Context: an optimization exercise on an open-source flow, tuned for small area, a short achievable clock period and few clock cycles. The choices shown serve that exercise and are no tape-out recipe. RTL that was checked went through simulation tests only; none was proved equivalent to the original. Only the layout flow was run in runs 6 to 8; the RTL was not checked for function there. Power is estimated from default activity; no workload was simulated.

==> flow/design.v <==
module nn_ctr(
	input clk,
	input init,
	input step,
	output reg lay,         
	output reg bf,          
	output reg df,          
	output reg [1:0] r,     
	output reg [1:0] j,     
	output reg [5:0] k,     
	output reg [6:0] n,     
	output reg nl,          
	output reg fin,         
	output lay_last,        
	output all_last         
);
	wire wph = !bf && !df;
	wire k_last = lay ? (k == 6'd49) : (k == 6'd48);
	wire n_last = lay ? (n == 7'd99) : (n == 7'd49);
	assign lay_last = nl && n_last && !lay;
	assign all_last = nl && n_last && lay;
	always @(posedge clk) begin
		if (init) begin
			lay <= 1'b0; bf <= 1'b1; df <= 1'b0; r <= 2'd0; j <= 2'd0;
			k <= 6'd0; n <= 7'd0; nl <= 1'b0; fin <= 1'b0;
		end else if (step) begin
			r <= r + 2'd1;
			nl <= wph && (r == 2'd2) && (lay || j == 2'd3) && k_last;
			if (r == 2'd3) begin
				if (bf || df) begin
					bf <= 1'b0;
					df <= !df;
				end else if (lay || j == 2'd3) begin
					j <= 2'd0;
					if (k_last) begin
						k <= 6'd0;
						bf <= 1'b1;
						n <= n + 7'd1;
						if (n_last) begin
							if (!lay) lay <= 1'b1;
							else fin <= 1'b1;
						end
					end else begin
						k <= k + 6'd1;
						df <= 1'b1;
					end
				end else
					j <= j + 2'd1;
			end
		end
	end
endmodule
module accelerator(
input clk,
input reset_n,
output SDRAM_readn,
output SDRAM_writen,
output SDRAM_chipselect,
input SDRAM_waitrequest,
output [31:0] SDRAM_address,
output [1:0] SDRAM_byteenable,
input SDRAM_readdatavalid,
input [15:0] SDRAM_readdata,
output [15:0] SDRAM_writedata,
input start,
output done
);
assign SDRAM_chipselect = 1'b1;
assign SDRAM_byteenable = 2'b11;
localparam [16:0] B1_W = 17'd20000;
localparam [16:0] W1_W = 17'd20400;
localparam [16:0] Z1_W = 17'd71600;
localparam [16:0] Z2_W = 17'd91600;
localparam S_IDLE = 3'd0;
localparam S_RUN  = 3'd1;
localparam S_BAR  = 3'd2;
localparam S_END  = 3'd3;
localparam S_DONE = 3'd4;
reg [2:0] st;
reg done_r;
reg o_rd, o_wr;
reg [16:0] o_addr;
reg [3:0] o_wd;
assign SDRAM_readn = ~o_rd;
assign SDRAM_writen = ~o_wr;
assign SDRAM_address = {14'd0, o_addr, 1'b0};
assign SDRAM_writedata = {3'd0, o_wd[3], 3'd0, o_wd[2], 3'd0, o_wd[1], 3'd0, o_wd[0]};
assign done = done_r;
wire idle = (st == S_IDLE);
wire adv = !(o_rd || o_wr) || !SDRAM_waitrequest;
reg rv_q;
reg [15:0] rd_q;
always @(posedge clk) begin
	rv_q <= SDRAM_readdatavalid;
	rd_q <= SDRAM_readdata;
end
reg wpend;             
wire issue_wr = adv && wpend;
wire issue_rd = adv && !wpend && (st == S_RUN);
wire s_lay, s_bf, s_df, s_nl, s_fin;
wire [1:0] s_r, s_j;
wire [5:0] s_k;
wire [6:0] s_n;
wire s_lay_last, s_all_last;
nn_ctr u_sctr(.clk(clk), .init(idle), .step(issue_rd),
	.lay(s_lay), .bf(s_bf), .df(s_df), .r(s_r), .j(s_j), .k(s_k), .n(s_n), .nl(s_nl), .fin(s_fin),
	.lay_last(s_lay_last), .all_last(s_all_last));
wire p_lay, p_bf, p_df, p_nl, p_fin;
wire [1:0] p_r, p_j;
wire [5:0] p_k;
wire [6:0] p_n;
wire p_lay_last, p_all_last;
nn_ctr u_pctr(.clk(clk), .init(idle), .step(rv_q),
	.lay(p_lay), .bf(p_bf), .df(p_df), .r(p_r), .j(p_j), .k(p_k), .n(p_n), .nl(p_nl), .fin(p_fin),
	.lay_last(p_lay_last), .all_last(p_all_last));
reg [3:0] wi;          
reg w_lay;
reg [3:0] res [0:3];   
reg [16:0] a_base;
reg [8:0] a_off;
always @(*) begin
	if (wpend) begin
		if (!w_lay) begin
			a_base = Z1_W - 17'd1 + 17'd50 * wi[1:0];
			a_off = {2'd0, p_n};
		end else begin
			a_base = Z2_W - 17'd204 + 17'd200 * wi[3:2];
			a_off = {p_n, wi[1:0]};
		end
	end else if (s_bf) begin
		a_base = B1_W;
		a_off = {s_n, s_r};
	end else if (!s_lay) begin
		a_base = 17'd49 * s_r;
		a_off = {3'd0, s_k};
	end else begin
		a_base = Z1_W + 17'd50 * s_r;
		a_off = {3'd0, s_k};
	end
end
wire [16:0] a_sum = a_base + a_off;
wire s_isw = !s_bf && !s_df;
reg [16:0] s_w;        
reg [16:0] s_wstep;
always @(*) begin
	if (s_nl)
		s_wstep = 17'd1;
	else if (s_r != 2'd3)
		s_wstep = s_lay ? 17'd50 : 17'd196;
	else
		s_wstep = s_lay ? (17'd1 - 17'd150) : (17'd1 - 17'd588);
end
always @(posedge clk) begin
	if (idle)
		s_w <= W1_W;
	else if (issue_rd && s_isw)
		s_w <= s_w + s_wstep;
end
reg [15:0] img [0:3];
reg signed [14:0] acc0 [0:3];
reg signed [14:0] acc1 [0:3];
reg signed [14:0] acc2 [0:3];
reg signed [14:0] acc3 [0:3];
wire signed [14:0] bclamp = (rd_q[15:13] == 3'b000 || rd_q[15:13] == 3'b111) ? rd_q[14:0] :
                            (rd_q[15] ? 15'h6000 : 15'h1fff);
wire [3:0] zor = {|rd_q[15:12], |rd_q[11:8], |rd_q[7:4], |rd_q[3:0]};
function signed [5:0] wsum;
	input [15:0] w;
	input [3:0] m;
	reg signed [5:0] t0, t1, t2, t3;
	begin
		t0 = m[0] ? {{2{w[3]}},  w[3:0]}   : 6'sd0;
		t1 = m[1] ? {{2{w[7]}},  w[7:4]}   : 6'sd0;
		t2 = m[2] ? {{2{w[11]}}, w[11:8]}  : 6'sd0;
		t3 = m[3] ? {{2{w[15]}}, w[15:12]} : 6'sd0;
		wsum = (t0 + t1) + (t2 + t3);
	end
endfunction
reg q_v, q_b;
reg signed [14:0] q_bias;
reg signed [5:0] q_d [0:3];
reg e0, e1;     
integer i;
always @(posedge clk) begin
	q_v <= rv_q && !p_df;
	q_b <= p_bf;
	q_bias <= bclamp;
	for (i = 0; i < 4; i = i + 1)
		q_d[i] <= wsum(rd_q, img[i][3:0]);
	for (i = 0; i < 4; i = i + 1)
		if (rv_q && p_df && p_r == i)
			img[i] <= {rd_q[15:4], p_lay ? zor : rd_q[3:0]};
		else if (rv_q && !p_df && !p_bf && p_r == 2'd3)
			img[i] <= {rd_q[15:12], img[i][15:4]};
	if (q_v)
		for (i = 0; i < 4; i = i + 1) begin
			acc0[i] <= acc1[i];
			acc1[i] <= acc2[i];
			acc2[i] <= acc3[i];
			acc3[i] <= q_b ? q_bias : acc0[i] + q_d[i];
		end
	if (e1)
		for (i = 0; i < 4; i = i + 1)
			res[i] <= {~acc3[i][14], ~acc2[i][14], ~acc1[i][14], ~acc0[i][14]};
end
wire drained = !e0 && !e1 && !wpend && !o_wr;
wire w_last = w_lay ? (wi == 4'd15) : (wi[1:0] == 2'd3);
always @(posedge clk) begin
	if (!reset_n) begin
		st <= S_IDLE;
		done_r <= 1'b0;
		o_rd <= 1'b0;
		o_wr <= 1'b0;
		wpend <= 1'b0;
		e0 <= 1'b0;
		e1 <= 1'b0;
	end else begin
		e0 <= rv_q && p_nl && !idle;
		e1 <= e0;
		case (st)
		S_IDLE: if (start) st <= S_RUN;
		S_RUN:  if (issue_rd && s_lay_last) st <= S_BAR;
		        else if (issue_rd && s_all_last) st <= S_END;
		S_BAR:  if (p_lay && drained) st <= S_RUN;
		S_END:  if (p_fin && drained) begin st <= S_DONE; done_r <= 1'b1; end
		S_DONE: if (!start) begin st <= S_IDLE; done_r <= 1'b0; end
		default: st <= S_IDLE;
		endcase
		if (adv) begin
			o_wr <= wpend;
			o_rd <= !wpend && (st == S_RUN);
		end
		if (e1)
			wpend <= 1'b1;
		else if (issue_wr && w_last)
			wpend <= 1'b0;
	end
end
always @(posedge clk) begin
	if (adv) begin
		o_addr <= (!wpend && s_isw) ? s_w : a_sum;
		o_wd <= w_lay ? {3'd0, res[wi[3:2]][wi[1:0]]} : res[wi[1:0]];
	end
	if (idle) begin
		wi <= 4'd0;
		w_lay <= 1'b0;
	end else if (issue_wr) begin
		if (w_last) begin
			wi <= 4'd0;
			w_lay <= p_lay;
		end else
			wi <= wi + 4'd1;
	end
end
endmodule
==> flow/run.sh <==
#!/bin/bash
# synth_recipe.tcl (not shown) runs the flow's synth.tcl, then flattens the netlist and writes it again
# the make line also repeats each setting of config.mk as NAME=value (left out here)
make -C /OpenROAD-flow-scripts/flow DESIGN_CONFIG=/design/flow/config.mk WORK_HOME=/design/flow/orfs CLKGATE_MAP_FILE= SYNTH_SCRIPT=/design/flow/synth_recipe.tcl finish
==> flow/config.mk <==
export PLATFORM = sky130hd
export DESIGN_NAME = accelerator
export DESIGN_NICKNAME = accelerator
export VERILOG_FILES = /design/flow/design.v
export SDC_FILE = /design/flow/constraint.sdc
export NUM_CORES = 4
export LEC_CHECK = 0
export ABC_AREA = 1
export ABC_CLOCK_PERIOD_IN_PS = 2500
export CAP_MARGIN = 5
export CORE_MARGIN = 2
export CORE_UTILIZATION = 60
export CTS_BUF_LIST = sky130_fd_sc_hd__clkbuf_8
export CTS_CLUSTER_DIAMETER = 60
export CTS_CLUSTER_SIZE = 16
export PLACE_DENSITY = 0.75
export SETUP_SLACK_MARGIN = 4.8
export SLEW_MARGIN = 5
==> flow/constraint.sdc <==
create_clock -name core_clock -period 7.5 [get_ports {clk}]
set_input_delay 1.5000 -clock core_clock [delete_from_list [all_inputs] [get_ports {clk}]]
set_output_delay 1.5000 -clock core_clock [all_outputs]
set_load 0.01 [all_outputs]
==> results of run 1 <==
flip-flops by register name, indices dropped and copies added, names as in the netlist, 17 cells and up:
signal and count:
acc2 60, img 64, acc1 60, s_w 17
acc3 60, acc0 60, o_addr 17, q_d 24
kinds of logic (layout without fill, tap and decap cells):
family	Yosys count	count (layout)	share of synthesized area, %
AND/OR/NAND/NOR	772	772	14.2
flip-flops	473	473	55.6
AO/OA/AOI/OAI	455	455	10.8
buffers and inverters	359	468	6.42
adder cells (fa/ha/maj)	174	174	10.8
XOR/XNOR	54	54	2.04
multiplexers	4	4	0.189
other	2	30	0.0324
worst paths after layout:
kind | to | slack, ps
worst max register to register | q_d[2][5] | 4820
worst max-delay path | SDRAM_address[1] | 4770
worst min-delay path | q_b | 390
worst min register to register | q_b | 390
repair_timing:
| item | CTS | global route |
|---|---|---|
| pin swaps | 22 | 60 |
| hold endpoints to repair | 0 | 0 |
| cloned | 1 | 0 |
| gates resized for setup | 161 | 102 |
| buffers inserted | 30 | 26 |
| endpoints found under the setup margin | 85 | 63 |
area by class of cell:
type / count / area (um2) / share of cell area [%]
multi-input cells: 1489 / 9420 / 36.5
repair buffers: 104 / 805 / 3.12
well taps: 518 / 648 / 2.51
clock inverters: 31 / 304 / 1.18
clock buffers: 39 / 537 / 2.08
inverters: 293 / 1150 / 4.45
repair inverters: 1 / 5.00 / 0.0194
flip-flops and latches: 473 / 12900 / 50.1
per-layer routing:
metal	GRT usage, %	vias to the layer above
li1	-	7987
met1	35.5	7956
met2	41.5	568
met3	3.44	116
met4	9.31	0
met5	0	-
cells in the mapped netlist, drive strengths merged, types with 4 or more instances:
library cell  number
a211oi             5
a21o              13
inv              290
o21bai            15
o31ai              8
nand2            448
a41oi              4
nor2             132
or2                7
xnor2             16
ha               132
nor3              26
fa                42
o22ai              7
o221ai             4
a31oi              9
a221oi             8
clkbuf            28
dfxtp            132
buf               38
edfxtp           341
xor2              38
o211ai             5
nand3            124
a21oi            172
nand4             23
o21ai            195
stage by stage:
step	cell area, um2	util (%)
3_3_place_gp	24100	62.8
2_1_floorplan	23400	-
5_1_grt	25800	67.2
4_1_cts	25200	65.8
6_report	25800	67.2
3_5_place_dp	24100	62.8
power by group:
group,internal [uW],total (uW),switching (uW)
clock,707,1570,858
sequential,2950,3050,95.3
combinational,361,1030,667
==> results.toml, run 1 <==
[pwr]
power.density_nw_per_um2 = 219
power.total_uw = 5640
leakagePower_uw = 0.0107
ir_drop_mv = 0.196

[timing]
tns_ps = 0
setup-violations-final = 0
fmax_mhz = 367
hold_slack_ps = 388
rsz0062_at_grt = "true"
slew_headroom_pct = 37.3
slew_violations = 0
finClkSkew_ps = 31.0
hold_viol_final = 0
period_share_pct = 36.4
worst_pin_slew_ps = 940
fin_crit_ps = 2730
setup_slack_ps = 4770

[floorplanning]
num_rows = 72
die_area_um2 = 40200
die_w_um = 201
core_area_um2 = 38400
io_pins = 75
initial_core_util_pct = 60.4
die_h_um = 201

[drt]
wl_met2_um = 24700
viasPerCell = 5.64
avgRoutedWirePerCell_um = 17.6
drt_drc_violations_left = 0
wl_um = 51900
highest_layer = "met4"
dr.first_iter.drc_count = 1260
routed-wl-met3_um = 3210
ant_nets = 0
num_vias = 16627
drt-pass1-iter-count = 5
drt-met1-wl_um = 22500

[setup_path]
startpoint_type = "flip-flop"
crit_type = "flip-flop to primary output"
slowest_delay_ps = 440
rr_worst_depth = 9
cp_max_fo = 1
cp.buffers_inverters = 1
r2r-start = "img[2][0]"
cp_cell_sequence = "buf_2"
worst_path_max_delay_cell = "edfxtp_1"
critPathRequiredTime_ps = 6000
crit_start = "o_addr[0]"
cp_top_family = "flip-flops"
cp.arrival_ps = 1230
end_kind = "primary output"
path_depth = 1

[final_layout]
area_growth_syn_to_layout_pct = 11.2
layout_commonest_cell = "nand2_1"
final_cell_mix = "nand2_1 (429), edfxtp_1 (341), inv_1 (274)"
fin_nets = 2595
final_layout_size_suffix_gt1_share_pct = 12.4
fillers = 3020
insertedDiodeCount = 0
fin_cells = 2948

[synth]
async_flop_share_pct = 0
synth_edf_count = 341
ys_top_cells_by_area = "edfxtp_1 (44%), dfxtp_1 (11%), nand2_1 (7.2%)"
ys.flop_type = "edfxtp_1"
synth_top_cell_by_area = "edfxtp_1"
ys_ff_latch = 473
syn_inst = 2293
syn_avg_cell_area_um2 = 10.1
synth-seq-area-share_pct = 55.6
netlist_area_um2 = 23200
synth_top_area_share_pct = 44.2
yosysWarnings = 9
ys_types = 56

[clock_tree]
insertion_delay_ps = 640
postCtsHoldBufs = 0
clockBufferDepth = 3
cts_buffers = 38
clk_transition_reported_paths_ps = 100
clock-root-buffer = "clkbuf_8"
cts_tree = "done"
clkSinkCount = 473
cts.htree.levels = 2

[place]
hpwl_um = 36000
dp_slack_ps = 3490
place_inst = 2821
io_buffers = 44
globalplace.congestion = 0.902

[global_route]
grt_pass1_wl_um = 81900
grt_max_degree = 186
antenna_found_initial = 0
overflow = 0
grt_pass1_vias = 15848
grt_util_all_layers_pct = 25.5

[worst_hold_path]
min_from = "u_pctr.bf"
hp-class = "flip-flop to flip-flop"
hold_depth = 0

[outcome]
status = "finished clean"

[run]
cap_violations = 0
Testbench counts, summed over its fixed seeds: cycles 376,314.
==> run 2: changes to the inputs <==
--- a/flow/config.mk
+++ b/flow/config.mk
@@ -7,5 +7,5 @@
 export LEC_CHECK = 0
 export ABC_AREA = 1
-export ABC_CLOCK_PERIOD_IN_PS = 2500
+export ABC_CLOCK_PERIOD_IN_PS = 5000
 export CAP_MARGIN = 5
 export CORE_MARGIN = 2
==> run 2 against run 1 <==
Against the previous run:
- still clean
- area after synthesis is the same
- combinational power is essentially flat
- via count is the same
- flip-flop and latch count is the same
- sequential power is essentially flat
- hold slack is the same
- wire length is the same
- worst setup slack is the same
- global-route usage is the same
- critical path depth is the same
- critical path type unchanged
- largest power group unchanged
==> results.toml, run 2 <==
[global_route]
grt_max_degree = 186
antenna_found_initial = 0
grt_pass1_vias = 15848
grt_util_all_layers_pct = 25.5
grt.met2_usage_pct = 41.5
overflow = 0
grt_pass1_wl_um = 81900
globalRouteMet1Util_pct = 35.5
grtUsageMet3_pct = 3.44
top_usage_layer = "met2"

[synth]
ys_types = 56
synth_top_area_share_pct = 44.2
yosysWarnings = 9
synth_top_cell_by_area = "edfxtp_1"
synth_common_cells = "nand2_1 (446), edfxtp_1 (341), inv_1 (285)"
ys_ff_latch = 473
async_flop_share_pct = 0
syn_avg_cell_area_um2 = 10.1
synth_edf_count = 341
yosysMostFrequentCell = "nand2_1"
ys.flop_type = "edfxtp_1"
ys_top_cells_by_area = "edfxtp_1 (44%), dfxtp_1 (11%), nand2_1 (7.2%)"
synth-seq-area-share_pct = 55.6
netlist_area_um2 = 23200
syn_inst = 2293

[floorplanning]
die_w_um = 201
die_h_um = 201
core_area_um2 = 38400
die_area_um2 = 40200
num_rows = 72
io_pins = 75
initial_core_util_pct = 60.4

[place]
hpwl_um = 36000
dp_slack_ps = 3490
io_buffers = 44
globalplace.congestion = 0.902
place_inst = 2821

[timing]
fmax_mhz = 367
fin_crit_ps = 2730
finClkSkew_ps = 31.0
period_share_pct = 36.4
worst_pin_slew_ps = 940
slew_violations = 0
slew_headroom_pct = 37.3
tns_ps = 0
setup_slack_ps = 4770
hold_slack_ps = 388
rsz0062_at_grt = "true"
setup-violations-final = 0
hold_viol_final = 0

[drt]
viasPerCell = 5.64
ant_nets = 0
num_vias = 16627
drt_drc_violations_left = 0
drt-pass1-iter-count = 5
avgRoutedWirePerCell_um = 17.6
wl_um = 51900
dr.first_iter.drc_count = 1260

[clock_tree]
postCtsHoldBufs = 0
cts.htree.levels = 2
clock-root-buffer = "clkbuf_8"
clk_transition_reported_paths_ps = 100
insertion_delay_ps = 640
cts_buffers = 38
clkSinkCount = 473
cts_tree = "done"
clockBufferDepth = 3

[final_layout]
largest_register_ffs = 64
area_growth_syn_to_layout_pct = 11.2
fin_nets = 2595
final_cell_mix = "nand2_1 (429), edfxtp_1 (341), inv_1 (274)"
fin_cells = 2948
layout_commonest_cell = "nand2_1"
top_register = "img"
insertedDiodeCount = 0
final_layout_size_suffix_gt1_share_pct = 12.4

[worst_hold_path]
hp-class = "flip-flop to flip-flop"

[setup_path]
end_kind = "primary output"
cp_max_fo = 1
cp_cell_sequence = "buf_2"
startpoint_type = "flip-flop"
cp_top_family = "flip-flops"
worst_path_max_delay_cell = "edfxtp_1"
slowest_delay_ps = 440
critPathRequiredTime_ps = 6000
crit_type = "flip-flop to primary output"
cp.arrival_ps = 1230
cp.buffers_inverters = 1

[outcome]
status = "finished clean"

[pwr]
power.density_nw_per_um2 = 219
leakagePower_uw = 0.0107
ir_drop_mv = 0.196
power.total_uw = 5640

[run]
cap_violations = 0
-- run 2: cell counts after synthesis --
Identical to the previous run, type by type.
-- run 2: cell families (layout without fill, tap and decap cells) --
kind of cell	Yosys count	in the layout	synth area share, %
AND/OR/NAND/NOR	772	772	14.2
multiplexers	4	4	0.189
flip-flops	473	473	55.6
AO/OA/AOI/OAI	455	455	10.8
adder cells (fa/ha/maj)	174	174	10.8
XOR/XNOR	54	54	2.04
other	2	30	0.0324
buffers and inverters	359	468	6.42
-- run 2: per-stage QoR --
stage | instance area [um2] | util (%)
after floorplan | 23400 | -
after global placement | 24100 | 62.8
after detailed placement | 24100 | 62.8
after CTS | 25200 | 65.8
after global routing | 25800 | 67.2
final | 25800 | 67.2
-- run 2: cell type report --
type                       count  area (um2)
clock buffer                  39         537
clock inverter                31         304
fill                        3020       12600
inverter                     293        1150
multi-input combinational   1489        9420
sequential                   473       12900
tap                          518         648
timing repair buffer         104         805
timing repair inverter         1        5.00
-- run 2: path summary, 6_finish.rpt --
kind	startpoint	endpoint	slack, ps	depth (start not counted)
worst max-delay path	o_addr[0]	SDRAM_address[1]	4770	1
worst min-delay path	u_pctr.bf	q_b	390	0
worst max register to register	img[2][0]	q_d[2][5]	4820	9
worst min register to register	u_pctr.bf	q_b	390	0
-- run 2: power by group --
part / total (uW) / switching (uW) / internal, uW
sequential: 3050 / 95.3 / 2950
combinational: 1030 / 667 / 361
clock: 1570 / 858 / 707
-- run 2: repair_timing --
item                                    CTS  global route
gates resized for setup                 161           102
gates cloned                              1             0
endpoints found under the setup margin   85            63
pin swaps                                22            60
setup buffers                            30            26
-- run 2: per-layer routing --
| metal | vias up | part of all wire (%) |
|---|---|---|
| li1 | 7987 | - |
| met1 | 7956 | 43 |
| met2 | 568 | 48 |
| met3 | 116 | 6.2 |
| met4 | 0 | 3.1 |
| met5 | - | 0 |
==> run 3: changes to the inputs <==
--- a/flow/config.mk
+++ b/flow/config.mk
@@ -7,5 +7,5 @@
 export LEC_CHECK = 0
 export ABC_AREA = 1
-export ABC_CLOCK_PERIOD_IN_PS = 5000
+export ABC_CLOCK_PERIOD_IN_PS = 1500
 export CAP_MARGIN = 5
 export CORE_MARGIN = 2
==> run 3 against run 2 <==
Against the previous run:
- count of clock-buffer cells in the layout unchanged
- clock skew stayed put
- power did not move
- design area is the same
- critical path type unchanged
==> results.toml, run 3 <==
[outcome]
status = "finished clean"

[timing]
finClkSkew_ps = 31.0
fmax_mhz = 367
hold_viol_final = 0
setup-violations-final = 0
worst_pin_slew_ps = 940
period_share_pct = 36.4
slew_headroom_pct = 37.3
fin_crit_ps = 2730
rsz0062_at_grt = "true"
slew_violations = 0
tns_ps = 0

[drt]
wl_um = 51900
avgRoutedWirePerCell_um = 17.6
viasPerCell = 5.64
drt_drc_violations_left = 0
num_vias = 16627
drt-pass1-iter-count = 5
dr.first_iter.drc_count = 1260
ant_nets = 0

[setup_path]
startpoint_type = "flip-flop"
cp_max_fo = 1
cp.buffers_inverters = 1
crit_type = "flip-flop to primary output"
worst_path_max_delay_cell = "edfxtp_1"
path_depth = 1
cp_cell_sequence = "buf_2"
end_kind = "primary output"
rr_worst_depth = 9
slowest_delay_ps = 440
cp_top_family = "flip-flops"
cp.arrival_ps = 1230
critPathRequiredTime_ps = 6000

[floorplanning]
die_h_um = 201
core_area_um2 = 38400
initial_core_util_pct = 60.4
die_w_um = 201
io_pins = 75
die_area_um2 = 40200
num_rows = 72

[worst_hold_path]
hp-class = "flip-flop to flip-flop"
hold_depth = 0

[clock_tree]
cts_buffers = 38
cts_tree = "done"
postCtsHoldBufs = 0
clkSinkCount = 473
clockBufferDepth = 3
clk_transition_reported_paths_ps = 100
cts.htree.levels = 2
insertion_delay_ps = 640
clock-root-buffer = "clkbuf_8"

[global_route]
grt_pass1_wl_um = 81900
overflow = 0
grt_pass1_vias = 15848
grt_max_degree = 186
grt_util_all_layers_pct = 25.5
antenna_found_initial = 0

[synth]
ys.flop_type = "edfxtp_1"
ys_ff_latch = 473
synth_common_cells = "nand2_1 (446), edfxtp_1 (341), inv_1 (285)"
synth_top_cell_by_area = "edfxtp_1"
synth_top_area_share_pct = 44.2
synth_edf_count = 341
netlist_area_um2 = 23200
synth-seq-area-share_pct = 55.6
ys_types = 56
async_flop_share_pct = 0
syn_inst = 2293
ys_top_cells_by_area = "edfxtp_1 (44%), dfxtp_1 (11%), nand2_1 (7.2%)"
yosysWarnings = 9
syn_avg_cell_area_um2 = 10.1
yosysMostFrequentCell = "nand2_1"

[final_layout]
fin_cells = 2948
top_register = "img"
layout_commonest_cell = "nand2_1"
insertedDiodeCount = 0
final_layout_size_suffix_gt1_share_pct = 12.4
area_growth_syn_to_layout_pct = 11.2
fin_nets = 2595
largest_register_ffs = 64
final_cell_mix = "nand2_1 (429), edfxtp_1 (341), inv_1 (274)"
fillers = 3020

[pwr]
ir_drop_mv = 0.196
power.density_nw_per_um2 = 219
leakagePower_uw = 0.0107

[place]
hpwl_um = 36000
io_buffers = 44
globalplace.congestion = 0.902
place_inst = 2821

[run]
cap_violations = 0
==> run 3: timing repair <==
item                       4_1_cts  5_1_grt
pin swaps                       22       60
buffers inserted                30       26
cloned                           1        0
setup endpoints to repair       85       63
gates resized for setup        161      102
==> run 3: area by class of cell <==
type | instances | area (um2) | area share, %
Sequential cell | 473 | 12900 | 50.1
Tap cell | 518 | 648 | 2.51
Multi-Input combinational cell | 1489 | 9420 | 36.5
Clock inverter | 31 | 304 | 1.18
Clock buffer | 39 | 537 | 2.08
Inverter | 293 | 1150 | 4.45
Timing Repair inverter | 1 | 5.00 | 0.0194
Timing Repair Buffer | 104 | 805 | 3.12
==> run 3: cell families after synthesis <==
group,synth area share (%)
buf+inv,6.42
other cells,0.0324
flops,55.6
fa+ha+maj,10.8
simple gates,14.2
mux,0.189
compound gates,10.8
xor+xnor,2.04
==> run 3: final timing paths <==
kind	startpoint	end	slack, ps
setup / recovery	o_addr[0]	SDRAM_address[1]	4770
hold / removal	u_pctr.bf	q_b	390
setup reg to reg	img[2][0]	q_d[2][5]	4820
hold reg to reg	u_pctr.bf	q_b	390
==> run 3: layer usage <==
metal / vias up / wire length [um] / GRT usage [%]
li1: 7987 / - / -
met1: 7956 / 22500 / 35.5
met5: - / 0 / 0
met2: 568 / 24700 / 41.5
met3: 116 / 3210 / 3.44
met4: 0 / 1590 / 9.31
==> run 3: power by group <==
part	switching (uW)	internal [uW]	leakage [uW]
logic	667	361	0.00587
clock network	858	707	0.000481
registers	95.3	2950	0.00439
==> run 3: stage by stage <==
stage	power, uW	instance area, um2	hold slack, ps	worst slack (ps)	utilization, %
after floorplan	3810	23400	351	4570	-
after global placement	4060	24100	367	3540	62.8
after detailed placement	4080	24100	368	3490	62.8
after CTS	5640	25200	386	4720	65.8
after global routing	5910	25800	392	4680	67.2
final	5640	25800	388	4770	67.2
==> run 4: changes to the inputs <==
--- a/flow/config.mk
+++ b/flow/config.mk
@@ -7,5 +7,4 @@
 export LEC_CHECK = 0
 export ABC_AREA = 1
-export ABC_CLOCK_PERIOD_IN_PS = 1500
 export CAP_MARGIN = 5
 export CORE_MARGIN = 2
@@ -15,4 +14,4 @@
 export CTS_CLUSTER_SIZE = 16
 export PLACE_DENSITY = 0.75
-export SETUP_SLACK_MARGIN = 4.8
+export SETUP_SLACK_MARGIN = 4.9
 export SLEW_MARGIN = 5
==> run 4 against run 3 <==
Against the previous run:
- still clean on timing, DRC and antenna
- sequential power is essentially flat
- die area unchanged
- sequential share of layout area down 0.87 points
- clock power about the same
- power barely moved
- flip-flop and latch count unchanged
- non-clock buffer count stayed put
- area after synthesis unchanged
- global-route usage grew 0.87 points
- clock skew increased by 9.5 ps
- critical endpoint is now o_addr[10]
- largest cell class unchanged
==> results.toml, run 4 <==
[floorplanning]
initial_core_util_pct = 60.4
die_w_um = 201
die_area_um2 = 40200
io_pins = 75
num_rows = 72
core_area_um2 = 38400
die_h_um = 201

[pwr]
leakagePower_uw = 0.0108
power.density_nw_per_um2 = 215
power.total_uw = 5640
ir_drop_mv = 0.201

[run]
cap_violations = 0

[timing]
fin_crit_ps = 2730
tns_ps = 0
slew_violations = 0
worst_pin_slew_ps = 941
setup-violations-final = 0
hold_viol_final = 0
fmax_mhz = 367
finClkSkew_ps = 40.5
rsz0062_at_grt = "true"
period_share_pct = 36.4
slew_headroom_pct = 37.3

[final_layout]
layout_commonest_cell = "nand2_1"
fin_nets = 2598
utilization_pct = 68.4
insertedDiodeCount = 0
seqCellArea_um2 = 12900
final_cell_mix = "nand2_1 (417), edfxtp_1 (341), inv_1 (253)"
area_growth_syn_to_layout_pct = 13.2
final_layout_size_suffix_gt1_share_pct = 15.7
fillers = 2925
largest_register_ffs = 64
top_register = "img"
multi_input_area_um2 = 9810

[synth]
synth_edf_count = 341
yosysWarnings = 9
synth_top_family_by_area = "simple AND/OR/NAND/NOR gates"
synth_compound_area_share_pct = 10.8
synth_top_area_share_pct = 44.2
async_flop_share_pct = 0
synth_top_cell_by_area = "edfxtp_1"
ys_top_cells_by_area = "edfxtp_1 (44%), dfxtp_1 (11%), nand2_1 (7.2%)"
yosysMostFrequentCell = "nand2_1"
syn_avg_cell_area_um2 = 10.1
synthMuxAreaShare_pct = 0.189
ys_ff_latch = 473
synth_adder_area_share_pct = 10.8
synthXorXnorAreaFrac_pct = 2.04
synth_common_cells = "nand2_1 (446), edfxtp_1 (341), inv_1 (285)"
ys_types = 56
ys.flop_type = "edfxtp_1"
syn_inst = 2293
yosys.area_share.simple_pct = 14.2
synth-seq-area-share_pct = 55.6
netlist_area_um2 = 23200

[place]
globalplace.congestion = 0.930
hpwl_um = 36800
io_buffers = 44

[setup_path]
cp.arrival_ps = 3120
cp_max_fo = 4
critPathRequiredTime_ps = 7900
end_kind = "flip-flop"
crit_type = "flip-flop to flip-flop"
startpoint_type = "flip-flop"

[drt]
num_vias = 16812
drt-pass1-iter-count = 5
wl_um = 52900
viasPerCell = 5.70
ant_nets = 0
avgRoutedWirePerCell_um = 17.9
drt_drc_violations_left = 0
dr.first_iter.drc_count = 1369

[clock_tree]
clockBufferDepth = 3
insertion_delay_ps = 650
postCtsHoldBufs = 0
cts.htree.levels = 2
cts_buffers = 41
clkSinkCount = 473
clk_transition_reported_paths_ps = 100
cts_tree = "done"
clock-root-buffer = "clkbuf_8"

[global_route]
overflow = 0
antenna_found_initial = 0
grt_pass1_vias = 16437
grt_max_degree = 184
grt_util_all_layers_pct = 26.4
grt_pass1_wl_um = 84600

[worst_hold_path]
hp-class = "flip-flop to flip-flop"

[outcome]
status = "finished clean"
[run 4: area by class of cell]
cell class              count  share of cell area, %
flip-flops and latches    473                   49.2
multi-input cells        1489                   37.4
inverters                 293                   4.40
repair buffers            104                   3.28
well taps                 518                   2.47
clock buffers              44                   2.31
clock inverters            30                  0.910
repair inverters            1                 0.0191
[run 4: where the power goes]
group	switching [uW]	internal, uW
combinational	669	374
sequential	99.1	2950
clock	903	642
[run 4: metal layers]
metal / vias up / global-route usage, % / part of all wire (%)
li1: 8029 / - / -
met1: 8025 / 37.4 / 43
met2: 643 / 42.3 / 47
met3: 115 / 3.43 / 7.2
met4: 0 / 9.50 / 2.9
met5: - / 0 / 0
[run 4: cells by family (layout without fill, tap and decap cells)]
kind of cell	count (synthesis)	in the layout
simple gates	772	772
flops	473	473
compound gates	455	455
buf+inv	359	472
fa+ha+maj	174	174
xor+xnor	54	54
mux	4	4
other cells	2	30
[run 4: final timing paths]
check | slack (ps) | startpoint | cells past startpoint | end
setup reg to reg | 4770 | wi[0] | 15 | o_addr[10]
setup / recovery | 4770 | wi[0] | 15 | o_addr[10]
hold / removal | 400 | u_pctr.bf | 0 | q_b
hold reg to reg | 400 | u_pctr.bf | 0 | q_b
[run 4: metrics by stage]
stage                     cell area (um2)  std cells  worst slack (ps)  hold WS [ps]
after floorplan                     23400       2321              4570           351
after global placement              24100       2821              3560           362
after detailed placement            24100       2821              3430           368
after CTS                           25600       2938              4730           394
after global routing                26200       2952              4640           413
final                               26200       2952              4770           402
[run 4: timing repair]
action,CTS,global route
gates cloned,1,0
setup endpoints to repair,107,78
pin swaps,46,69
gates resized for setup,217,144
setup buffers,42,14
[run 4: critical path, cell delays in order (launching register included)]
cell        delay [ps]
dfxtp_4            400
clkinvlp_4         110
ha_2               200
inv_2               70
ha_1               260
a221oi_2           350
ha_4               270
buf_4              150
a21oi_2            150
nand3_2            100
nand2_2             80
nand2_2             80
nand2_2             80
nand2_1             70
nand3_1             70
nand2_1             60
==> run 5: changes to the inputs <==
==> flow/config.mk (replaced) <==
export PLATFORM = sky130hd
export DESIGN_NAME = accelerator
export DESIGN_NICKNAME = accelerator
export VERILOG_FILES = /design/flow/design.v
export SDC_FILE = /design/flow/constraint.sdc
export NUM_CORES = 4
export LEC_CHECK = 0
export ABC_AREA = 1
export CAP_MARGIN = 0
export CORE_MARGIN = 2
export CORE_UTILIZATION = 60
export CTS_BUF_LIST = sky130_fd_sc_hd__clkbuf_8
export CTS_CLUSTER_DIAMETER = 50
export CTS_CLUSTER_SIZE = 12
export PLACE_DENSITY = 0.75
export SETUP_SLACK_MARGIN = 4.8
export SLEW_MARGIN = 0
==> run 5 against run 4 <==
Against the previous run:
- register-to-register slack gained 30 ps
- global-route usage fell by 0.84 points
- synthesized cell count unchanged
- power about the same
- clock power is essentially flat
- fmax decreased by 0.68%
- flip-flop and latch count unchanged
- wire length shrank 1.5%
- critical path depth shrank 14
- critical endpoint is now SDRAM_address[1]
==> results.toml, run 5 <==
[setup_path]
rr_worst_depth = 11
cp.buffers_inverters = 1
crit_type = "flip-flop to primary output"
path_depth = 1
startpoint_type = "flip-flop"
cp.arrival_ps = 1250
cp_cell_sequence = "buf_2"
critPathRequiredTime_ps = 6000
r2r-end = "q_d[3][5]"
r2r-start = "img[3][0]"
r2r_setup_slack_ps = 4800
cp_top_family = "flip-flops"
worstSetupEndpoint = "SDRAM_address[1]"
slowest_delay_ps = 430
worst_path_max_delay_cell = "edfxtp_1"
end_kind = "primary output"
cp_max_fo = 1
crit_start = "o_addr[0]"

[timing]
hold_viol_final = 0
finClkSkew_ps = 22.6
slew_violations = 0
period_share_pct = 36.6
setup-violations-final = 0
rsz0062_at_grt = "true"
setup_slack_ps = 4750
worst_pin_slew_ps = 929
tns_ps = 0
slew_headroom_pct = 38.1
fmax_mhz = 364
fin_crit_ps = 2750

[drt]
drt_drc_violations_left = 0
dr.first_iter.drc_count = 1315
avgRoutedWirePerCell_um = 17.6
drt-pass1-iter-count = 5
ant_nets = 0
viasPerCell = 5.63
num_vias = 16710
wl_um = 52100

[synth]
netlist_area_um2 = 23200
yosysWarnings = 9
async_flop_share_pct = 0
syn_inst = 2293
synth_common_cells = "nand2_1 (446), edfxtp_1 (341), inv_1 (285)"
ys_top_cells_by_area = "edfxtp_1 (44%), dfxtp_1 (11%), nand2_1 (7.2%)"
ys_ff_latch = 473
syn_avg_cell_area_um2 = 10.1
synth_edf_count = 341
synth_top_area_share_pct = 44.2
yosysMostFrequentCell = "nand2_1"
ys_types = 56
synth_top_cell_by_area = "edfxtp_1"
ys.flop_type = "edfxtp_1"
synth-seq-area-share_pct = 55.6

[floorplanning]
die_area_um2 = 40200
die_h_um = 201
num_rows = 72
die_w_um = 201
core_area_um2 = 38400
initial_core_util_pct = 60.4
io_pins = 75

[pwr]
swShare_pct = 29.4
power_frac_comb_pct = 18.2
p_int_uw = 3980
power_frac_seq_pct = 54.1
ir_drop_mv = 0.181
power.density_nw_per_um2 = 218
clkPwrFrac_pct = 27.8
leakagePower_uw = 0.0108
p_switching_uw = 1660

[final_layout]
final_cell_mix = "nand2_1 (434), edfxtp_1 (341), inv_1 (286)"
fin_nets = 2604
finalInstanceArea_um2 = 25800
multi_input_area_um2 = 9400
final_layout_size_suffix_gt1_share_pct = 12.2
largest_register_ffs = 64
seqCellArea_um2 = 12900
top_register = "img"
insertedDiodeCount = 0
area_growth_syn_to_layout_pct = 11.4
fillers = 3036
layout_commonest_cell = "nand2_1"

[place]
place_area_um2 = 24100
hpwl_um = 36000
io_buffers = 44
globalplace.congestion = 0.902
dp_slack_ps = 3490

[clock_tree]
insertion_delay_ps = 640
cts_buffers = 50
clock-root-buffer = "clkbuf_8"
clockBufferDepth = 3
cts_tree = "done"
clkSinkCount = 473
clk_transition_reported_paths_ps = 80
cts.htree.levels = 2
postCtsHoldBufs = 0

[global_route]
grt_pass1_vias = 15850
grt_pass1_wl_um = 82000
overflow = 0
grt_max_degree = 186
grt_util_all_layers_pct = 25.6
antenna_found_initial = 0

[worst_hold_path]
hp-class = "flip-flop to flip-flop"

[run]
cap_violations = 0

[outcome]
status = "finished clean"
-- run 5: changes by cell type in the layout (fill, tap and decap cells not counted), sizes merged --
cell	change
clkbuf	+9
inv	+8
buf	-4
bufinv	-2
clkinvlp	+1
dlygate4sd2	+1
clkinv	+2
-- run 5: what timing repair did --
action                                  4_1_cts  5_1_grt
gates cloned                                  1        0
setup buffers                                24       29
pin swaps                                    12       56
endpoints found under the setup margin       84       71
resized for setup                           155       97
-- run 5: kinds of logic (layout without fill, tap and decap cells) --
| family | after synthesis | after routing | synth area share, % |
|---|---|---|---|
| compound gates | 455 | 455 | 10.8 |
| xor+xnor | 54 | 54 | 2.04 |
| fa+ha+maj | 174 | 174 | 10.8 |
| buf+inv | 359 | 487 | 6.42 |
| flops | 473 | 473 | 55.6 |
| mux | 4 | 4 | 0.189 |
| other cells | 2 | 30 | 0.0324 |
| simple gates | 772 | 772 | 14.2 |
-- run 5: cell type report --
class / count / share of cell area, %
Clock inverter: 39 / 0.727
Timing Repair inverter: 1 / 0.0194
Timing Repair Buffer: 101 / 3.01
Inverter: 293 / 4.48
Tap cell: 518 / 2.51
Clock buffer: 53 / 2.82
Sequential cell: 473 / 50.0
Multi-Input combinational cell: 1489 / 36.4
-- run 5: metal layers --
layer  wire, um  GRT usage (%)  part of all wire (%)
met5          0              0                     0
met4       1340           7.88                   2.6
met3       3520           4.11                   6.7
met2      25000           41.6                    48
met1      22300           35.7                    43
-- run 5: through the flow --
step	instances	hold slack (ps)	util, %	total power (uW)
after floorplan	2321	351	-	3810
after global placement	2821	367	62.8	4060
after detailed placement	2821	368	62.8	4080
after CTS	2938	383	65.8	5640
after global routing	2967	389	67.3	5930
final	2967	381	67.3	5640
-- run 5: how the worst min path moves through the flow --
stage | cells after the start | startpoint | end
4_1_cts | 0 | u_pctr.bf | q_b
5_1_grt | 0 | u_pctr.bf | q_b
2_1_floorplan | 0 | u_pctr.bf | q_b
3_5_place_dp | 0 | u_pctr.bf | q_b
3_3_place_gp | 0 | u_pctr.bf | q_b
6_report | 0 | u_pctr.bf | q_b
-- run 5: power groups by stage --
stage	sequential, uW	clock [uW]	combinational [uW]
6_report	3050	1560	1020
5_1_grt	3060	1720	1150
4_1_cts	3050	1610	984
3_5_place_dp	3110	0	972
3_3_place_gp	3100	0	953
2_1_floorplan	3090	0	719
==> run 6: changes to the inputs <==
--- a/flow/design.v
+++ b/flow/design.v
@@ -80,6 +80,6 @@
 reg done_r;
 reg o_rd, o_wr;
-reg [16:0] o_addr;
-reg [3:0] o_wd;
+reg [16:0] o_addr, h_addr;
+reg [3:0] o_wd, h_wd;
 assign SDRAM_readn = ~o_rd;
 assign SDRAM_writen = ~o_wr;
@@ -206,4 +206,6 @@
 wire drained = !e0 && !e1 && !wpend && !o_wr;
 wire w_last = w_lay ? (wi == 4'd15) : (wi[1:0] == 2'd3);
+wire [16:0] n_addr = (!wpend && s_isw) ? s_w : a_sum;
+wire [3:0] n_wd = w_lay ? {3'd0, res[wi[3:2]][wi[1:0]]} : res[wi[1:0]];
 always @(posedge clk) begin
 	if (!reset_n) begin
@@ -238,8 +240,10 @@
 end
 always @(posedge clk) begin
-	if (adv) begin
-		o_addr <= (!wpend && s_isw) ? s_w : a_sum;
-		o_wd <= w_lay ? {3'd0, res[wi[3:2]][wi[1:0]]} : res[wi[1:0]];
-	end
+	if (issue_wr || issue_rd)
+		h_addr <= n_addr;
+	if (issue_wr)
+		h_wd <= n_wd;
+	o_addr <= adv ? n_addr : h_addr;
+	o_wd <= adv ? n_wd : h_wd;
 	if (idle) begin
 		wi <= 4'd0;
--- a/flow/config.mk
+++ b/flow/config.mk
@@ -7,11 +7,12 @@
 export LEC_CHECK = 0
 export ABC_AREA = 1
-export CAP_MARGIN = 0
+export ABC_CLOCK_PERIOD_IN_PS = 2500
+export CAP_MARGIN = 5
 export CORE_MARGIN = 2
 export CORE_UTILIZATION = 60
 export CTS_BUF_LIST = sky130_fd_sc_hd__clkbuf_8
-export CTS_CLUSTER_DIAMETER = 50
-export CTS_CLUSTER_SIZE = 12
+export CTS_CLUSTER_DIAMETER = 60
+export CTS_CLUSTER_SIZE = 16
 export PLACE_DENSITY = 0.75
 export SETUP_SLACK_MARGIN = 4.8
-export SLEW_MARGIN = 0
+export SLEW_MARGIN = 5
==> run 6 against run 5 <==
Against the previous run:
- hold slack improved by 19 ps
- via count decreased by 0.26%
- design area increased by 1.9%
- still clean on timing, DRC and antenna
- core utilization increased by 0.81 points
- combinational power about the same
- clock power decreased by 5%
- largest cell class unchanged
- worst setup slack got worse by 45 ps
==> results.toml, run 6 <==
[worst_hold_path]
min_to = "acc1[1][0]"
hp-class = "flip-flop to flip-flop"
hold_depth = 0
min_from = "acc2[1][0]"

[synth]
ys.flop_type = "edfxtp_1"
ys_ff_latch = 494
synth_edf_count = 341
syn_avg_cell_area_um2 = 10.2
ys_types = 54
async_flop_share_pct = 0
synth_top_cell_by_area = "edfxtp_1"
synth_top_area_share_pct = 43.5
yosysMostFrequentCell = "nand2_1"
synth_common_cells = "nand2_1 (495), edfxtp_1 (341), inv_1 (285)"
yosysWarnings = 9
netlist_area_um2 = 23500
syn_inst = 2317
synth-seq-area-share_pct = 56.5
ys_top_cells_by_area = "edfxtp_1 (43%), dfxtp_1 (13%), nand2_1 (7.9%)"

[pwr]
leakagePower_uw = 0.0111
power.density_nw_per_um2 = 216
ir_drop_mv = 0.220

[final_layout]
final_cell_mix = "nand2_1 (488), edfxtp_1 (341), inv_1 (278)"
layout_commonest_cell = "nand2_1"
fin_nets = 2637
fillers = 2925
top_register = "img"
finalInstanceArea_um2 = 26300
final_layout_size_suffix_gt1_share_pct = 13.7
area_growth_syn_to_layout_pct = 11.8
largest_register_ffs = 64
insertedDiodeCount = 0

[clock_tree]
clk_transition_reported_paths_ps = 100
insertion_delay_ps = 650
clock-root-buffer = "clkbuf_8"
clkSinkCount = 494
cts_buffers = 41
clockBufferDepth = 3
cts.htree.levels = 2
cts_tree = "done"

[timing]
rsz0062_at_grt = "true"
finClkSkew_ps = 39.1
slew_headroom_pct = 21.0
slew_violations = 0
worst_pin_slew_ps = 1170
fmax_mhz = 358
setup-violations-final = 0
period_share_pct = 37.2
hold_viol_final = 0
tns_ps = 0
fin_crit_ps = 2790
setup_slack_ps = 4710

[global_route]
grt_util_all_layers_pct = 25.5
grt_pass1_wl_um = 82600
grt_pass1_vias = 16101
overflow = 0
grt_max_degree = 180
antenna_found_initial = 0

[floorplanning]
die_h_um = 202
core_area_um2 = 38600
die_w_um = 202
io_pins = 75
initial_core_util_pct = 60.9
die_area_um2 = 40800
num_rows = 72

[setup_path]
r2r-start = "u_sctr.r[0]"
r2r_setup_slack_ps = 4710
cpMostUsedCell = "ha_4"
rr_worst_depth = 18
r2r-end = "h_addr[12]"
worst_path_max_delay_cell = "dfxtp_4"
crit_type = "flip-flop to flip-flop"
cp.arrival_ps = 3200
startpoint_type = "flip-flop"
critPathRequiredTime_ps = 7910
cp_cell_sequence = "inv_4 -> ha_4 -> inv_4 -> ha_4 -> nor2_4 -> a211oi_4 -> a2111oi_4 -> ha_4 -> inv_2 -> o21bai_1 -> a21oi_2 -> nand2_1 -> nand2_2 -> nand2_4 -> nand3_2 -> nand2_1 -> nand3_2 -> and2_1"
end_kind = "flip-flop"
slowest_delay_ps = 400
crit_start = "u_sctr.r[0]"
cp_max_fo = 4
cp.buffers_inverters = 3
cp_top_family = "simple AND/OR/NAND/NOR gates"

[outcome]
status = "finished clean"

[drt]
drt-pass1-iter-count = 5
num_vias = 16666
dr.first_iter.drc_count = 1552
wl_um = 52400
viasPerCell = 5.57
ant_nets = 0
avgRoutedWirePerCell_um = 17.5
drt_drc_violations_left = 0

[run]
cap_violations = 0

[place]
io_buffers = 44
place_area_um2 = 24400
dp_slack_ps = 3530
hpwl_um = 35600
globalplace.congestion = 0.870
[run 6: worst max path at each step]
stage                       to  slack, ps  cells past startpoint
floorplan            h_addr[8]       4820                     15
detailed placement  h_addr[12]       3530                      6
finish              h_addr[12]       4710                     18
global placement     u_sctr.df       3570                      9
CTS                 h_addr[12]       4750                     17
global route        h_addr[12]       4560                     18
[run 6: cell families after synthesis]
logic type               after synthesis  synth area share (%)
other                                  2                0.0319
XOR/XNOR                              56                  2.08
buffers and inverters                363                  6.35
multiplexers                           4                 0.186
flip-flops                           494                  56.5
AO/OA/AOI/OAI                        439                  10.3
adder cells (fa/ha/maj)              173                  10.5
AND/OR/NAND/NOR                      786                  14.0
[run 6: power by group]
| part | total (uW) | switching, uW | internal, uW | leakage [uW] |
|---|---|---|---|---|
| combinational | 1020 | 644 | 377 | 0.00615 |
| sequential | 3180 | 104 | 3080 | 0.00453 |
| clock | 1480 | 916 | 560 | 0.000450 |
| total | 5680 | 1660 | 4010 | 0.0111 |
[run 6: timing repair]
action / in CTS / in global routing
cloned: 3 / 0
pin swaps: 20 / 43
resized for setup: 181 / 90
setup endpoints to repair: 110 / 48
hold buffers: 0 / 0
setup buffers: 46 / 32
[run 6: layer usage]
layer,GRT usage [%],share of wire (%),up-vias
met2,40.4,46,536
met5,0,0,-
met4,7.96,2.7,0
li1,-,-,8042
met3,4.69,6.1,105
met1,36.1,45,7983
[run 6: layout make-up]
cell class,instances,area [um2],area share (%)
Inverter,290,1130,4.29
Timing Repair inverter,1,5.00,0.0190
Sequential cell,494,13400,50.7
Tap cell,518,648,2.46
Clock inverter,33,194,0.737
Timing Repair Buffer,125,965,3.66
Multi-Input combinational cell,1490,9430,35.8
Clock buffer,43,592,2.25
[run 6: worst reg2reg max path: stages (launching register included)]
cell	delay, ps
dfxtp_4	400
inv_4	50
ha_4	160
inv_4	60
ha_4	200
nor2_4	110
a211oi_4	50
a2111oi_4	400
ha_4	230
inv_2	40
o21bai_1	150
a21oi_2	40
nand2_1	90
nand2_2	80
nand2_4	100
nand3_2	60
nand2_1	90
nand3_2	80
and2_1	170
[run 6: metrics by stage]
stage	instances	hold slack, ps	util [%]	total power, uW
6_report	2994	400	68.1	5680
5_1_grt	2994	409	68.1	5980
4_1_cts	2962	407	66.6	5680
3_5_place_dp	2837	405	63.2	4200
3_3_place_gp	2837	401	63.2	4160
2_1_floorplan	2345	351	-	3930
==> run 7: changes to the inputs <==
--- a/flow/config.mk
+++ b/flow/config.mk
@@ -15,4 +15,4 @@
 export CTS_CLUSTER_SIZE = 16
 export PLACE_DENSITY = 0.75
-export SETUP_SLACK_MARGIN = 4.8
+export SETUP_SLACK_MARGIN = 5.0
 export SLEW_MARGIN = 5
==> run 7 against run 6 <==
Against the previous run:
- sequential power hardly changed
- first-iteration DRC count is 3.0% higher
- worst setup slack worse by 97 ps
- register-to-register slack worse by 97 ps
- design area is 2.4% higher
- count of clock-buffer cells in the layout is 4 higher
- combinational power is 4% higher
==> results.toml, run 7 <==
[setup_path]
worst_path_max_delay_cell = "a2111oi_4"
cp.arrival_ps = 3260
cp_cell_sequence = "ha_4 -> inv_8 -> ha_4 -> nor2_4 -> a211oi_2 -> a2111oi_4 -> ha_4 -> buf_4 -> nand2_4 -> o21a_1 -> nand3_4 -> nand4_1 -> nand2_1 -> nand2_1 -> a21boi_0"
cp_max_fo = 5
rr_worst_depth = 15
crit_type = "flip-flop to flip-flop"
startpoint_type = "flip-flop"
end_kind = "flip-flop"
critPathRequiredTime_ps = 7870
cp.buffers_inverters = 2
path_depth = 15
slowest_delay_ps = 430
cpMostUsedCell = "ha_4"
cp_top_family = "compound AO/OA/AOI/OAI gates"

[clock_tree]
clockBufferDepth = 3
clk_transition_reported_paths_ps = 100
clkSinkCount = 494
cts_buffers = 40
clock-root-buffer = "clkbuf_8"
postCtsHoldBufs = 0
insertion_delay_ps = 630
cts_tree = "done"
cts.htree.levels = 2

[timing]
finClkSkew_ps = 17.0
setup_slack_ps = 4610
rsz0062_at_grt = "true"
fin_crit_ps = 2890
fmax_mhz = 346
worst_pin_slew_ps = 1080
setup-violations-final = 0
slew_headroom_pct = 28.1
hold_viol_final = 0
tns_ps = 0
period_share_pct = 38.5
hold_slack_ps = 406
slew_violations = 0

[drt]
dr.first_iter.drc_count = 1598
drt-pass1-iter-count = 5
wl_um = 53800
viasPerCell = 5.62
num_vias = 16831
avgRoutedWirePerCell_um = 18.0
ant_nets = 0
drt_drc_violations_left = 0

[synth]
synth-seq-area-share_pct = 56.5
syn_avg_cell_area_um2 = 10.2
synth_common_cells = "nand2_1 (495), edfxtp_1 (341), inv_1 (285)"
async_flop_share_pct = 0
netlist_area_um2 = 23500
yosysMostFrequentCell = "nand2_1"
synth_top_cell_by_area = "edfxtp_1"
ys_types = 54
ys_ff_latch = 494
synth_edf_count = 341
yosysWarnings = 9
syn_inst = 2317
synth_top_area_share_pct = 43.5
ys_top_cells_by_area = "edfxtp_1 (43%), dfxtp_1 (13%), nand2_1 (7.9%)"
ys.flop_type = "edfxtp_1"

[worst_hold_path]
hold_depth = 0
hp-class = "flip-flop to flip-flop"

[final_layout]
insertedDiodeCount = 0
layout_commonest_cell = "nand2_1"
utilization_pct = 69.7
final_cell_mix = "nand2_1 (476), edfxtp_1 (341), inv_1 (269)"
final_layout_size_suffix_gt1_share_pct = 16.9
top_register = "img"
multi_input_area_um2 = 9850
seqCellArea_um2 = 13400
largest_register_ffs = 64
area_growth_syn_to_layout_pct = 14.5
fin_nets = 2638
fillers = 2788

[pwr]
power.density_nw_per_um2 = 215
ir_drop_mv = 0.208
leakagePower_uw = 0.0112

[place]
dp_slack_ps = 3230
hpwl_um = 35800
globalplace.congestion = 0.891
io_buffers = 44

[floorplanning]
die_area_um2 = 40800
io_pins = 75
die_w_um = 202
core_area_um2 = 38600
die_h_um = 202
num_rows = 72
initial_core_util_pct = 60.9

[global_route]
grt_max_degree = 193
overflow = 0
grt_pass1_wl_um = 83600
antenna_found_initial = 1
grt_util_all_layers_pct = 25.9
grt_pass1_vias = 16158

[run]
cap_violations = 0

[outcome]
status = "finished clean"
run 7: layout make-up:
cell class / instances / share of cell area [%]
clock inverters: 27 / 0.622
flip-flops and latches: 494 / 49.7
well taps: 518 / 2.40
clock buffers: 47 / 2.40
multi-input cells: 1490 / 36.6
repair inverters: 1 / 0.0186
repair buffers: 127 / 4.05
inverters: 290 / 4.27
run 7: logic make-up after synthesis:
| family | after synthesis | share of synthesized area (%) |
|---|---|---|
| AND/OR/NAND/NOR | 786 | 14.0 |
| AO/OA/AOI/OAI | 439 | 10.3 |
| XOR/XNOR | 56 | 2.08 |
| other | 2 | 0.0319 |
| adder cells (fa/ha/maj) | 173 | 10.5 |
| flip-flops | 494 | 56.5 |
| buffers and inverters | 363 | 6.35 |
| multiplexers | 4 | 0.186 |
run 7: final timing paths:
path	startpoint	end	slack [ps]
worst max-delay path	u_sctr.r[0]	h_addr[11]	4610
worst min-delay path	u_pctr.bf	q_b	410
worst max register to register	u_sctr.r[0]	h_addr[11]	4610
worst min register to register	u_pctr.bf	q_b	410
run 7: repair_timing:
action	in CTS	in global routing
setup buffers	52	27
endpoints found under the setup margin	140	121
pin swaps	58	72
cloned	2	1
gates resized for setup	230	127
run 7: report_power, final:
| part | switching, uW | internal, uW |
|---|---|---|
| Sequential | 109 | 3080 |
| Combinational | 663 | 397 |
| Clock | 909 | 626 |
| Total | 1680 | 4100 |
run 7: per-layer routing:
metal	global-route usage (%)	up-vias	routed length [um]
li1	-	8055	-
met4	7.90	0	1670
met1	35.7	8022	22900
met2	41.9	625	25100
met3	5.03	129	4040
met5	0	-	0
run 7: metrics by stage:
stage	total power [uW]	instance area [um2]	instances
detailed placement	4220	24600	2838
floorplan	3940	23900	2345
CTS	5760	26300	2966
finish	5780	27000	2994
global placement	4170	24600	2838
global route	6060	27000	2994
run 7: worst reg2reg max path: stages, from the launching register on:
cell and delay [ps]:
dfxtp_4 420, ha_4 210, inv_8 60, ha_4 220, nor2_4 80, a211oi_2 50, a2111oi_4 430, ha_4 290
buf_4 140, nand2_4 70, o21a_1 160, nand3_4 120, nand4_1 100, nand2_1 60, nand2_1 110, a21boi_0 100
==> run 8: changes to the inputs <==
--- a/flow/design.v
+++ b/flow/design.v
@@ -122,8 +122,18 @@
 	if (wpend) begin
 		if (!w_lay) begin
-			a_base = Z1_W - 17'd1 + 17'd50 * wi[1:0];
+			case (wi[1:0])
+			2'd0: a_base = Z1_W - 17'd1;
+			2'd1: a_base = Z1_W - 17'd1 + 17'd50;
+			2'd2: a_base = Z1_W - 17'd1 + 17'd100;
+			default: a_base = Z1_W - 17'd1 + 17'd150;
+			endcase
 			a_off = {2'd0, p_n};
 		end else begin
-			a_base = Z2_W - 17'd204 + 17'd200 * wi[3:2];
+			case (wi[3:2])
+			2'd0: a_base = Z2_W - 17'd204;
+			2'd1: a_base = Z2_W - 17'd204 + 17'd200;
+			2'd2: a_base = Z2_W - 17'd204 + 17'd400;
+			default: a_base = Z2_W - 17'd204 + 17'd600;
+			endcase
 			a_off = {p_n, wi[1:0]};
 		end
@@ -132,8 +142,18 @@
 		a_off = {s_n, s_r};
 	end else if (!s_lay) begin
-		a_base = 17'd49 * s_r;
+		case (s_r)
+		2'd0: a_base = 17'd0;
+		2'd1: a_base = 17'd49;
+		2'd2: a_base = 17'd98;
+		default: a_base = 17'd147;
+		endcase
 		a_off = {3'd0, s_k};
 	end else begin
-		a_base = Z1_W + 17'd50 * s_r;
+		case (s_r)
+		2'd0: a_base = Z1_W;
+		2'd1: a_base = Z1_W + 17'd50;
+		2'd2: a_base = Z1_W + 17'd100;
+		default: a_base = Z1_W + 17'd150;
+		endcase
 		a_off = {3'd0, s_k};
 	end
==> run 8 against run 7 <==
Against the previous run:
- still clean on timing, DRC and antenna
- clock power up 6%
- critical path depth did not move
- final cell count is 2.6% higher
- design area grew 1.2%
- core utilization up 0.38 points
- sequential share of layout area fell by 0.65 points
- register-to-register slack improved by 140 ps
- fmax is 5.0% higher
- combinational power up 6%
- flip-flop and latch count is the same
- die area increased by 1.1%
- hold slack lost 49 ps
- critical path type unchanged
- largest cell class unchanged
==> results.toml, run 8 <==
[global_route]
grt_pass1_wl_um = 85500
grt_util_all_layers_pct = 26.3
grt_pass1_vias = 16377
antenna_found_initial = 3
grt_max_degree = 161
overflow = 0

[setup_path]
slowest_delay_ps = 440
cp_cell_sequence = "buf_12 -> ha_4 -> o21ai_4 -> o21ai_2 -> a21oi_2 -> a311oi_2 -> ha_1 -> nand2_2 -> buf_4 -> inv_1 -> a21oi_2 -> nand3_4 -> nand3_1 -> nand3_2 -> and2_4"
r2r_setup_slack_ps = 4750
cpMostUsedCell = "a21oi_2"
r2r-start = "wi[0]"
cp_max_fo = 4
startpoint_type = "flip-flop"
end_kind = "flip-flop"
rr_worst_depth = 15
r2r-end = "h_addr[11]"
worst_path_max_delay_cell = "dfxtp_4"
crit_start = "wi[0]"
crit_type = "flip-flop to flip-flop"
critPathRequiredTime_ps = 7910
cp.arrival_ps = 3160

[drt]
dr.first_iter.drc_count = 1487
drt-pass1-iter-count = 5
wl_um = 55300
ant_nets = 0
avgRoutedWirePerCell_um = 18.0
viasPerCell = 5.67
num_vias = 17405
drt_drc_violations_left = 0

[synth]
ys_types = 55
synth_top_cell_by_area = "edfxtp_1"
synth_edf_count = 341
syn_inst = 2389
ys_ff_latch = 494
synth_common_cells = "nand2_1 (529), edfxtp_1 (341), inv_1 (266)"
synth-seq-area-share_pct = 55.9
yosysMostFrequentCell = "nand2_1"
ys_top_cells_by_area = "edfxtp_1 (43%), dfxtp_1 (13%), nand2_1 (8.3%)"
ys.flop_type = "edfxtp_1"
syn_avg_cell_area_um2 = 9.97
synth_top_area_share_pct = 43.0
yosysWarnings = 9
async_flop_share_pct = 0
netlist_area_um2 = 23800

[final_layout]
utilization_pct = 70.1
fin_nets = 2712
final_layout_size_suffix_gt1_share_pct = 17.1
area_growth_syn_to_layout_pct = 14.6
insertedDiodeCount = 0
final_cell_mix = "nand2_1 (492), edfxtp_1 (341), inv_1 (256)"
top_register = "img"
fillers = 2826
layout_commonest_cell = "nand2_1"
largest_register_ffs = 64

[clock_tree]
insertion_delay_ps = 650
cts_buffers = 41
cts_tree = "done"
clkSinkCount = 494
clock-root-buffer = "clkbuf_8"
clk_transition_reported_paths_ps = 100
clockBufferDepth = 3
postCtsHoldBufs = 0
cts.htree.levels = 2

[timing]
fmax_mhz = 364
tns_ps = 0
setup_slack_ps = 4750
hold_viol_final = 0
rsz0062_at_grt = "true"
worst_pin_slew_ps = 1270
fin_crit_ps = 2750
setup-violations-final = 0
period_share_pct = 36.7
slew_headroom_pct = 14.2
finClkSkew_ps = 34.8
slew_violations = 0

[floorplanning]
core_area_um2 = 38900
die_h_um = 203
initial_core_util_pct = 61.2
num_rows = 72
io_pins = 75
die_w_um = 203
die_area_um2 = 41300

[place]
globalplace.congestion = 0.939
hpwl_um = 36300
dp_slack_ps = 3760
io_buffers = 44

[pwr]
power.density_nw_per_um2 = 217
power.total_uw = 5920
ir_drop_mv = 0.172
leakagePower_uw = 0.0115

[outcome]
status = "finished clean"

[worst_hold_path]
min_from = "u_pctr.bf"
hp-class = "flip-flop to flip-flop"
min_to = "q_b"
hold_depth = 0

[run]
cap_violations = 0
==> run 8: cell count changes in the layout (fill, tap and decap cells not counted), moves of 9 or more <==
cell	previous run	this run
nor2_1	89	132
nand2_2	13	30
nand2_1	476	492
inv_1	269	256
nand3_1	86	114
o21bai_1	11	2
==> run 8: repair_timing <==
item	CTS	global route
endpoints found under the setup margin	125	100
pin swaps	66	77
setup buffers	46	36
cloned	0	2
resized for setup	246	141
==> run 8: worst max-delay path: cells and delay by family (launching register included) <==
kind | cells | cell delay (ps)
AO/OA/AOI/OAI | 5 | 650
adder cells (fa/ha/maj) | 2 | 490
buffers and inverters | 3 | 280
flip-flops | 1 | 440
AND/OR/NAND/NOR | 5 | 630
==> run 8: kinds of logic (layout without fill, tap and decap cells) <==
kind of cell | count (synthesis) | in the layout | synth area share, %
compound gates | 430 | 430 | 9.76
buf+inv | 345 | 479 | 6.04
simple gates | 892 | 894 | 16.0
other cells | 2 | 30 | 0.0315
fa+ha+maj | 170 | 170 | 10.3
xor+xnor | 53 | 53 | 1.95
mux | 3 | 3 | 0.142
flops | 494 | 494 | 55.9
==> run 8: layout make-up <==
| class | instances | area [um2] | area share (%) |
|---|---|---|---|
| Sequential cell | 494 | 13400 | 49.0 |
| Tap cell | 518 | 648 | 2.38 |
| Inverter | 275 | 1070 | 3.92 |
| Timing Repair Buffer | 129 | 1110 | 4.08 |
| Multi-Input combinational cell | 1580 | 10200 | 37.4 |
| Clock inverter | 31 | 274 | 1.00 |
| Clock buffer | 44 | 606 | 2.22 |
==> run 8: worst max path at each step <==
stage,endpoint,slack [ps],cells after the start
after floorplan,wi[3],4880,8
after global placement,u_sctr.k[5],3820,13
after detailed placement,u_sctr.k[5],3760,13
after CTS,SDRAM_writen,4800,2
after global routing,h_addr[11],4630,15
final,h_addr[11],4750,15
==> run 8: power breakdown <==
group | switching, uW | internal, uW | leakage, uW
Sequential | 105 | 3080 | 0.00454
Combinational | 704 | 415 | 0.00644
Clock | 921 | 701 | 0.000483
==> run 8: metal layers <==
| metal | share of wire, % | track usage, % | vias to the layer above |
|---|---|---|---|
| li1 | - | - | 8324 |
| met5 | 0.020 | 0 | - |
| met4 | 2.8 | 8.06 | 2 |
| met3 | 7.1 | 3.68 | 131 |
| met2 | 45 | 40.7 | 672 |
| met1 | 45 | 38.8 | 8276 |
==> run 8: stage by stage <==
step	hold slack (ps)	instances	cell area [um2]
final	357	3071	27300
after floorplan	331	2417	24100
after global placement	339	2912	24800
after detailed placement	339	2912	24800
after global routing	373	3071	27300
after CTS	358	3033	26500

-- static timing again, ports no longer ideal --
No port has a modelled driver above. Below, the same layouts with a new extraction and two added sets of constraints.
Step 1: set_driving_cell puts a clkbuf_16 on clk and a buf_2 on each other input, an assumption about the parent block.
Step 2 also shifts input and output timing later by t, the mid clock arrival at the registers, as if the neighbouring blocks saw the same clock.
a / b / c = ideal ports / drivers / drivers and shift; a / b = the first two.
run | t (ns) | setup slack, ns | worst setup path after step 2 | worst slew at a driven data input, ns
run 1 | 0.675 | 4.774 / 4.726 / 4.238 | input to register | 0.03
run 2 | 0.675 | 4.774 / 4.726 / 4.238 | input to register | 0.03
run 3 | 0.675 | 4.774 / 4.726 / 4.238 | input to register | 0.03
run 4 | 0.674 | 4.773 / 4.736 / 4.406 | input to register | 0.03
run 5 | 0.682 | 4.754 / 4.706 / 4.251 | input to register | 0.03
run 6 | 0.686 | 4.709 / 4.709 / 4.324 | input to register | 0.05
run 7 | 0.671 | 4.612 / 4.612 / 4.398 | input to register | 0.04
run 8 | 0.680 | 4.750 / 4.750 / 4.392 | input to register | 0.04
After both steps setup and hold are still met in every run listed.
